This design comes from an exercise in tuning for small area on the open sky130 flow, not from production work. Only simulation tests tie the RTL to the original design; equivalence was not proved.

==> inputs of harbor <==
Design HitTheMouse, start of the top module:
module HitTheMouse(
	input        mclk,       
	input        rst,        
	input  [7:0] btn,        
	output [7:0] led,        
	input  [3:0] fpgabtn,    
	output       OutBlue,
	output       OutGreen,
	output       OutRed,
	output       HS,
	output       VS,
	output       soundwave,  
	output       bgm         
);
==> flow/config.mk <==
export PLATFORM = sky130hd
export DESIGN_NAME = HitTheMouse
export DESIGN_NICKNAME = HitTheMouse
export VERILOG_FILES = /design/flow/design.v
export SDC_FILE = /design/flow/constraint.sdc
export NUM_CORES = 8
export LEC_CHECK = 0
export ABC_AREA = 1
export CAP_MARGIN = 20
export CORE_MARGIN = 2
export CORE_UTILIZATION = 70
export SLEW_MARGIN = 20
==> flow/constraint.sdc <==
create_clock -name core_clock -period 60.0 [get_ports {mclk}]
set_input_delay 12.0000 -clock core_clock [delete_from_list [all_inputs] [get_ports {mclk}]]
set_output_delay 12.0000 -clock core_clock [all_outputs]
set_load 0.01 [all_outputs]
standard.sh (not shown) runs the stock make flow with config.mk's settings and CLKGATE_MAP_FILE= SYNTH_SCRIPT=/design/flow/synth_recipe.tcl, a recipe that flattens the netlist after the stock synthesis.
==> flow/flow/run.sh <==
#!/bin/bash
# Own layout flow: the standard synthesis; then the logic between its registers is
# mapped again for area (ABC: deepsyn, the area-oriented mapper amap, then stochastic remapping
# of overlapping parts with amap), keeping every
# register as the standard synthesis made it; then the standard layout steps.
set -euo pipefail
R=orfs/results/${FLOW_PLATFORM}/HitTheMouse/base
bash standard.sh synth > synth.log 2>&1
cp $R/1_2_yosys.v $R/1_2_yosys_standard.v
export REMAP_LIB=${FLOW_HOME}/platforms/${FLOW_PLATFORM}/lib/sky130_fd_sc_hd__tt_025C_1v80.lib
export REMAP_MAPLIB=$PWD/remap.lib
export REMAP_SCRIPT=$PWD/flow/remap.abc
export REMAP_IN=$PWD/$R/1_2_yosys_standard.v
export REMAP_OUT=$PWD/$R/1_2_yosys.v
python3 flow/filterlib.py $REMAP_LIB $REMAP_MAPLIB > filterlib.log 2>&1
${FLOW_HOME}/../tools/install/yosys/bin/yosys -c flow/remap.tcl > remap.log 2>&1
# ports buffered with the smallest buffer; a clock tree of clkbuf_16 leaves for at most 25 registers
# each (clkbuf_8 above them), without dummy loads
bash standard.sh BUFFER_PORTS_ARGS="-buffer_cell sky130_fd_sc_hd__buf_1" \
  CTS_ARGS="-sink_clustering_enable -repair_clock_nets -sink_clustering_size 25 -sink_clustering_max_diameter 80 -buf_list sky130_fd_sc_hd__clkbuf_8 -sink_clustering_buffer sky130_fd_sc_hd__clkbuf_16 -dont_use_dummy_load" \
  finish > layout.log 2>&1
Other scripts of this flow, unchanged in this note and not shown: flow/flow/filterlib.py, flow/flow/remap.abc, flow/flow/remap.tcl
==> fjord (differences from harbor) <==
--- a/flow/design.v
+++ b/flow/design.v
@@ -51,11 +51,11 @@
 wire tick1 = th & ~p;
 assign HS = !(((hq>7'd65) || (hq==7'd65 && hr>=4'd6)) && ((hq<7'd75) || (hq==7'd75 && hr<=4'd1)));
 wire h0 = (hq==7'd0) && (hr==4'd0);
 assign VS = !((vq==6'd48 && vr==4'd9 && !h0) || (vq==6'd49 && vr==4'd0) || (vq==6'd49 && vr==4'd1 && h0));
 wire [7:0] up;
-wire [1:0] sc2, mx2;
+wire sc2, mx2;
 wire [3:0] sc1, sc0, mx1, mx0;
 wire [2:0] life;
 wire [4:0] bq;
 wire [3:0] brm;
 wire [1:0] mission, sit;
@@ -75,44 +75,43 @@
 	input            clk, rst, tick, tick1,
 	input            p,
 	input      [7:0] btn,
 	input            reset, pause, start,
 	output reg [7:0] up,
-	output reg [1:0] sc2, mx2,
+	output reg       sc2, mx2,    
 	output reg [3:0] sc1, sc0, mx1, mx0,
 	output reg [2:0] life,
 	output reg [4:0] bq,      
 	output reg [3:0] brm,
 	output reg [1:0] mission, sit,
 	output reg       hs, fs, ls
 );
-reg [3:0] sd;
+reg [3:0] sdp;
 always @(posedge clk)
-	if(rst) sd<=4'd2;
-	else if(tick) sd<=(sd>=4'd7) ? sd-4'd7 : sd+4'd6;
+	if(rst) sdp<=4'd9;
+	else if(tick) sdp<=(sdp>=4'd7) ? sdp-4'd7 : sdp+4'd6;
 reg [3:0] ph;
 always @(posedge clk)
 	if(rst) ph<=4'd0;
-	else if(p) ph<=ph+1'b1;
-wire [4:0] phase = {ph,p};
-wire last = (phase==5'd31);
-reg [31:0] rg;
+	else if(p) ph<=(ph==4'd14) ? 4'd0 : ph+1'b1;
+wire last = (ph==4'd14) & p;                   
+wire ph15 = (ph==4'd7) & p;                    
+reg [29:0] rg;
 reg        rq, act, ld, init;
 reg        d1, c1, e1, r1, c2;
-wire [3:0] sdp = (sd>=4'd6) ? sd-4'd6 : sd+4'd7;
-wire a = rg[0];
+wire a = rg[0];                                
 wire w = a ^ d1 ^ c1;                          
-wire xr = rg[16] ^ e1 ^ r1;                    
-wire u = ph[3] & xr;                           
+wire xr = rg[14] ^ e1 ^ r1;                    
+wire u = ph15 | (ph[3] & xr);                  
 wire y = w ^ u ^ c2;                           
-wire sbit = (phase==5'd0) | ((phase>=5'd1 && phase<=5'd4) & sdp[phase[1:0]-2'd1]);
+wire sbit = (ph==4'd0) ? (p ? sdp[1] : sdp[0]) : (ph==4'd1) ? (p ? sdp[3] : sdp[2]) : 1'b0;
 always @(posedge clk) begin
-	rg<={ (act ? (ld ? sbit : y) : a), rg[31:1] };
-	d1<=!last & a;
+	rg<={ (act ? (ld ? sbit : y) : a), rg[29:1] };
+	d1<=last | a;
 	c1<=!last & ((a&d1)|(a&c1)|(d1&c1));
-	e1<=(phase!=5'd15) & xr;
-	r1<=(phase!=5'd15) & ((xr&e1)|(xr&r1)|(e1&r1));
+	e1<=ph15 | xr;
+	r1<=!ph15 & ((xr&e1)|(xr&r1)|(e1&r1));
 	c2<=!last & ((w&u)|(w&c2)|(u&c2));
 end
 reg [7:0]  old_btn;
 reg        old_pause;
 reg        hit;
@@ -137,62 +136,53 @@
 always @* begin
 	lasthit=1'b0;
 	for(k=0;k<8;k=k+1)
 		if(rise[k]) lasthit=up[k];
 end
-wire ge20 = (sc2!=2'd0) || (sc1>=4'd2);
-wire ge50 = (sc2!=2'd0) || (sc1>=4'd5);
+wire ge20 = sc2 || (sc1>=4'd2);
+wire ge50 = sc2 || (sc1>=4'd5);
 wire spawn = (ac==9'd299 && mission==2'd0) || (ac>=9'd249 && mission==2'd1) ||
              (ac>=9'd149 && mission==2'd2) || (hit && ac==9'd49);
-wire [2:0] idx = (ph[3:2]==2'd0) ? rg[27:25] : (ph[3:2]==2'd1) ? rg[19:17] :
-                 (ph[3:2]==2'd2) ? rg[11:9] : rg[3:1];
-wire dis = (dc==6'd49);
-wire tcw = (tc==7'd99);
+wire [2:0] idx = (ph==4'd9) ? rg[10:8] : (ph==4'd14) ? {rg[0],rg[29:28]} : rg[20:18];
+wire dis = (dc==6'd26);                     
+wire tcw = (tc==7'd93);                     
 wire cd0 = (bq==5'd1) && (brm==4'd0);    
 wire mup_g = (ge20 && mission==2'd0) || (ge50 && mission==2'd1);
 wire newgame = start && sit!=2'd3 && sit!=2'd0;
 wire clr = reset || newgame;
-wire linc = play && life<3'd5 && lb==5'd10;
+wire linc = play && life<3'd5 && lb==5'd25;       
 wire pedge = !old_pause && pause;
 always @(posedge clk) begin
 	if(last) begin
 		act<=rq;
 		rq<=1'b0;
 		if(act) ld<=1'b0;
 	end
 	if(tick) begin
 		if(newgame) begin
 			rq<=1'b1; ld<=1'b1; init<=1'b1;
-		end else if(play && (spawn || (init && tc<7'd22))) begin
+		end else if(play && (spawn || init)) begin
 			rq<=1'b1;
-			if(tc==7'd21) init<=1'b0;
+			if(tc==7'd15) init<=1'b0;             
 		end
 	end
 end
 reg [2:0] nm;
 integer i;
+wire tplay = tick & play;
+wire tclr = tick & (reset | newgame);
 always @(posedge clk) begin
+	ac<=(tclr | (tplay & (spawn | anyhit))) ? 9'd0 : ac+{8'd0,tplay};
+	dc<=(tclr | (tplay & (dis | anyhit))) ? 6'd1 : tplay ? {dc[4:0],dc[5]^dc[4]} : dc;
+	tc<=(tclr | (tplay & tcw)) ? 7'd1 : tplay ? {tc[5:0],tc[6]^tc[5]} : tc;
 	if(tick) begin
 		if(play) begin
-			if(spawn) begin
-				hit<=1'b0;
-				ac<=9'd0;
-			end else ac<=ac+1'b1;
-			if(dis) dc<=6'd0; else dc<=dc+1'b1;
-			if(tcw) tc<=7'd0;
-			else tc<=tc+1'b1;
-			if(anyhit) begin
-				hit<=1'b1; ac<=9'd0; dc<=6'd0;
-			end
-		end
-		if(reset) begin
-			ac<=9'd0; tc<=7'd0; dc<=6'd0; hit<=1'b0;
-		end
-		if(newgame) begin
-			ac<=9'd0; tc<=7'd0; dc<=6'd0;
-			hit<=1'b1;
+			if(spawn) hit<=1'b0;
+			if(anyhit) hit<=1'b1;
 		end
+		if(reset) hit<=1'b0;
+		if(newgame) hit<=1'b1;
 		old_btn<=btn;
 		old_pause<=pause;
 	end
 	clr_p<=tick && clr;
 	linc_p<=tick && linc;
@@ -212,11 +202,11 @@
 			if(brm>=4'd7) brm<=brm-4'd7;
 			else begin
 				brm<=brm+4'd3; bq<=bq-1'b1;
 			end
 		end
-		if(|rise) lb<=lasthit ? lb+1'b1 : 5'd0;
+		if(|rise) lb<=lasthit ? {lb[3:0],lb[4]^lb[2]^(lb[3:0]==4'd0)} : 5'd0;
 		if(linc) lb<=5'd0;
 		if(mup_g) begin
 			mission<=mission+1'b1;
 			bq<=5'd29; brm<=4'd0;
 		end
@@ -241,25 +231,25 @@
 	else if(reset) sit<=2'd2;
 	else if(play && ((tcw && cd0) || life==3'd0)) sit<=2'd1;
 end
 always @(posedge clk)
 if(rst) begin
-	sc2<=2'd0; sc1<=4'd0; sc0<=4'd0;
-	mx2<=2'd0; mx1<=4'd0; mx0<=4'd0;
+	sc2<=1'b0; sc1<=4'd0; sc0<=4'd0;
+	mx2<=1'b0; mx1<=4'd0; mx0<=4'd0;
 	life<=3'd5;
 end else begin
 	if(tick1 && {sc2,sc1,sc0}>{mx2,mx1,mx0}) begin
 		mx2<=sc2; mx1<=sc1; mx0<=sc0;
 	end
 	if(clr_p) begin
-		sc2<=2'd0; sc1<=4'd0; sc0<=4'd0;
+		sc2<=1'b0; sc1<=4'd0; sc0<=4'd0;
 	end else if(tick1 && hs) begin
 		if(sc0==4'd9) begin
 			sc0<=4'd0;
 			if(sc1==4'd9) begin
 				sc1<=4'd0;
-				sc2<=sc2+1'b1;
+				sc2<=1'b1;
 			end else sc1<=sc1+1'b1;
 		end else sc0<=sc0+1'b1;
 	end
 	if(clr_p) life<=3'd5;
 	else if(linc_p) life<=life+1'b1;
@@ -286,14 +276,11 @@
 	output wave
 );
 reg [1:0] play, lastplay;
 reg [6:0] nl;
 always @(posedge clk)
-	if(tick) begin
-		if(play!=2'd0) nl<=nl+1'b1;
-		else if(hs|fs|ls) nl<=7'd0;
-	end
+	nl<=(tick && play==2'd0 && (hs|fs|ls)) ? 7'd0 : nl+{6'd0,tick && play!=2'd0};
 always @(posedge clk)
 if(rst) begin
 	play<=2'd0; lastplay<=2'd0;
 end else if(tick) begin
 	lastplay<=play;
@@ -301,35 +288,18 @@
 		play<=2'd0;
 	else if(ls) play<=2'd3;
 	else if(fs) play<=2'd2;
 	else if(hs) play<=2'd1;
 end
-wire [6:0] onl = nl-1'b1;
-reg [3:0] scode;
-always @* begin
-	scode=4'd0;
-	case(lastplay)
-		2'd1: if(onl<7'd9) scode=4'd7; else if(onl<7'd49) scode=4'd8;
-		2'd2: if(onl<7'd19) scode=4'd1;
-		2'd3: begin
-			if(onl<7'd15) scode=4'd2;
-			else if(onl==7'd15) scode=4'd0;
-			else if(onl<7'd31) scode=4'd6;
-			else if(onl<7'd47) scode=4'd0;
-			else if(onl<7'd63) scode=4'd6;
-			else if(onl==7'd63) scode=4'd0;
-			else if(onl<7'd79) scode=4'd6;
-			else if(onl==7'd79) scode=4'd0;
-			else if(onl<7'd95) scode=4'd5;
-			else if(onl==7'd95) scode=4'd0;
-			else if(onl<7'd111) scode=4'd4;
-			else if(onl==7'd111) scode=4'd0;
-			else if(onl<7'd127) scode=4'd3;
-		end
-		default: scode=4'd0;
-	endcase
-end
+wire [2:0] blk = nl[6:4];
+wire nl0 = (nl==7'd0);
+wire [3:0] tune3 = (blk==3'd0) ? 4'd2 : (blk==3'd2) ? 4'd0 : (blk==3'd5) ? 4'd5 :
+                   (blk==3'd6) ? 4'd4 : (blk==3'd7) ? 4'd3 : 4'd6;
+wire [3:0] scode = nl0 ? 4'd0 :
+                   (lastplay==2'd1) ? ((nl<=7'd9) ? 4'd7 : (nl<=7'd49) ? 4'd8 : 4'd0) :
+                   (lastplay==2'd2) ? ((nl<=7'd19) ? 4'd1 : 4'd0) :
+                   (lastplay==2'd3 && (nl[3:0]!=4'd0 || blk==3'd3)) ? tune3 : 4'd0;
 wire [3:0] sthr_i = scode;
 wire [15:0] sthr =
 	({16{sthr_i==4'd1}} & 16'hbab8) |
 	({16{sthr_i==4'd2}} & 16'h62f0) |
 	({16{sthr_i==4'd3}} & 16'h5d5b) |
@@ -345,11 +315,11 @@
 	input [1:0] sit, mission,
 	output      wave
 );
 reg [1:0] bc;
 reg [6:0] bi;
-reg [3:0] bj;
+reg [3:0] bj;       
 reg       muted;
 wire [6:0] song_i = bi;
 wire [4:0] song =
 	({5{song_i==7'd0}} & 5'h3) |
 	({5{song_i==7'd1}} & 5'h9) |
@@ -434,29 +404,29 @@
 	({5{song_i==7'd81}} & 5'h3) |
 	({5{song_i==7'd82}} & 5'h3) |
 	({5{song_i==7'd83}} & 5'hb) |
 	({5{song_i==7'd84}} & 5'h8);
 wire [1:0] blen = song[4:3];
-wire adv = (blen==2'd0) ? (bj>=4'd4) : (blen==2'd1) ? (bj>=4'd9) : (bj>=4'd14);
+wire adv = (blen==2'd0) ? (bj==4'd3) : (blen==2'd1) ? (bj==4'd11) : (bj==4'd8);
 wire beat = (bc>=2'd3 && mission==2'd0) || (bc>=2'd2 && mission==2'd1) || (bc>=2'd1 && mission==2'd2);
 always @(posedge clk)
 	if(tick && beat && sit==2'd0 && bi<7'd85) muted<=1'b0;
 	else if(tick && beat && sit==2'd3) muted<=1'b1;
 always @(posedge clk)
 if(rst) begin
-	bc<=2'd0; bi<=7'd0; bj<=4'd0;
+	bc<=2'd0; bi<=7'd0; bj<=4'd1;
 end else if(tick) begin
 	if(beat) begin
 		bc<=2'd0;
 		if(sit==2'd0) begin
 			if(bi<7'd85) begin
 				if(adv) begin
-					bj<=4'd0; bi<=bi+1'b1;
-				end else bj<=bj+1'b1;
+					bj<=4'd1; bi<=bi+1'b1;
+				end else bj<={bj[2:0],bj[3]^bj[2]};
 			end else bi<=7'd0;
 		end else if(sit!=2'd3) begin
-			bi<=7'd0; bj<=4'd0;
+			bi<=7'd0; bj<=4'd1;
 		end
 	end else bc<=bc+1'b1;
 end
 wire [2:0] bcode = song[2:0];
 wire [2:0] bthr_i = bcode;
@@ -466,19 +436,19 @@
 	({16{bthr_i==3'd3}} & 16'h8424) |
 	({16{bthr_i==3'd4}} & 16'h75a7) |
 	({16{bthr_i==3'd5}} & 16'h6ef8) |
 	({16{bthr_i==3'd6}} & 16'h62f0) |
 	({16{bthr_i==3'd7}} & 16'h5822);
-tone u_tone(.clk(clk), .rst(rst), .silent(bj==4'd0 || muted || bcode==3'd0), .thr(bthr), .wave(wave));
+tone u_tone(.clk(clk), .rst(rst), .silent(bj==4'd1 || muted || bcode==3'd0), .thr(bthr), .wave(wave));
 endmodule
 module vga(
 	input  [6:0] hq,
 	input  [3:0] hr,
 	input  [5:0] vq,
 	input  [3:0] vr,
 	input  [7:0] up,
-	input  [1:0] sc2, mx2,
+	input        sc2, mx2,
 	input  [3:0] sc1, sc0, mx1, mx0,
 	input  [4:0] bq,
 	input  [3:0] brm,
 	input  [2:0] life,
 	input  [1:0] mission,
@@ -518,11 +488,11 @@
 wire g2 = (hq>=7'd34 && hq<=7'd38);
 wire g1 = (hq>=7'd41 && hq<=7'd45);
 wire g0 = (hq>=7'd48 && hq<=7'd52);
 wire [2:0] dr = vq[2:0]-3'd1;
 wire [2:0] dc = g2 ? hq[2:0]-3'd2 : g1 ? hq[2:0]-3'd1 : hq[2:0];
-wire [3:0] digit = srow ? (g2 ? {2'b00,sc2} : g1 ? sc1 : sc0) : (g2 ? {2'b00,mx2} : g1 ? mx1 : mx0);
+wire [3:0] digit = srow ? (g2 ? {3'b000,sc2} : g1 ? sc1 : sc0) : (g2 ? {3'b000,mx2} : g1 ? mx1 : mx0);
 wire [3:0] font_i = digit;
 wire [29:0] font =
 	({30{font_i==4'd0}} & 30'h1d18c62e) |
 	({30{font_i==4'd1}} & 30'h1c4210c4) |
 	({30{font_i==4'd2}} & 30'h3e22222e) |
==> flow_summary_export.csv <==
group,metric,value,unit
run_status,status,"timing/DRC/antenna clean",
layout,final_area,12600,sq um
power_and_ir_drop,power_density,21.8,nW/um^2
setup_path,reg2reg_slack,53.18,ns
the above is filed under harbor

==> flow_summary_export.csv <==
group,metric,value,unit
setup_path,reg2reg_slack,53.83,ns
layout,final_area,12400,sq um
power_and_ir_drop,power_density,21.2,nW/um^2
detailed_routing,top_layer_used,"met5",
run_status,status,"timing/DRC/antenna clean",
the above is filed under fjord

static timing again, ports no longer ideal:
Ports are ideal in the flow. The routed layouts listed here were re-timed in OpenROAD. Step 1, drivers: a clkbuf_16 drives mclk and a buf_2 each remaining input, both assumed. Step 2 adds t to the input delays and takes it off the output delays; t is the mean of the earliest and latest rising clock arrival at the registers after step 1. Input paths then give back, and output paths get back, about the clock's delay inside the block. Three values: ideal, step 1, step 2; two values: the first two.
run | t, ns | slack for setup (ns) | worst hold slack (ns) | pins driven straight from the clock port
harbor | 0.558 | 43.199 / 43.155 / 43.713 | 0.334 / 0.334 / 0.334 | 1
fjord | 0.556 | 42.731 / 42.690 / 43.246 | 0.328 / 0.328 / 0.328 | 1
After both steps every run listed still meets setup and hold.
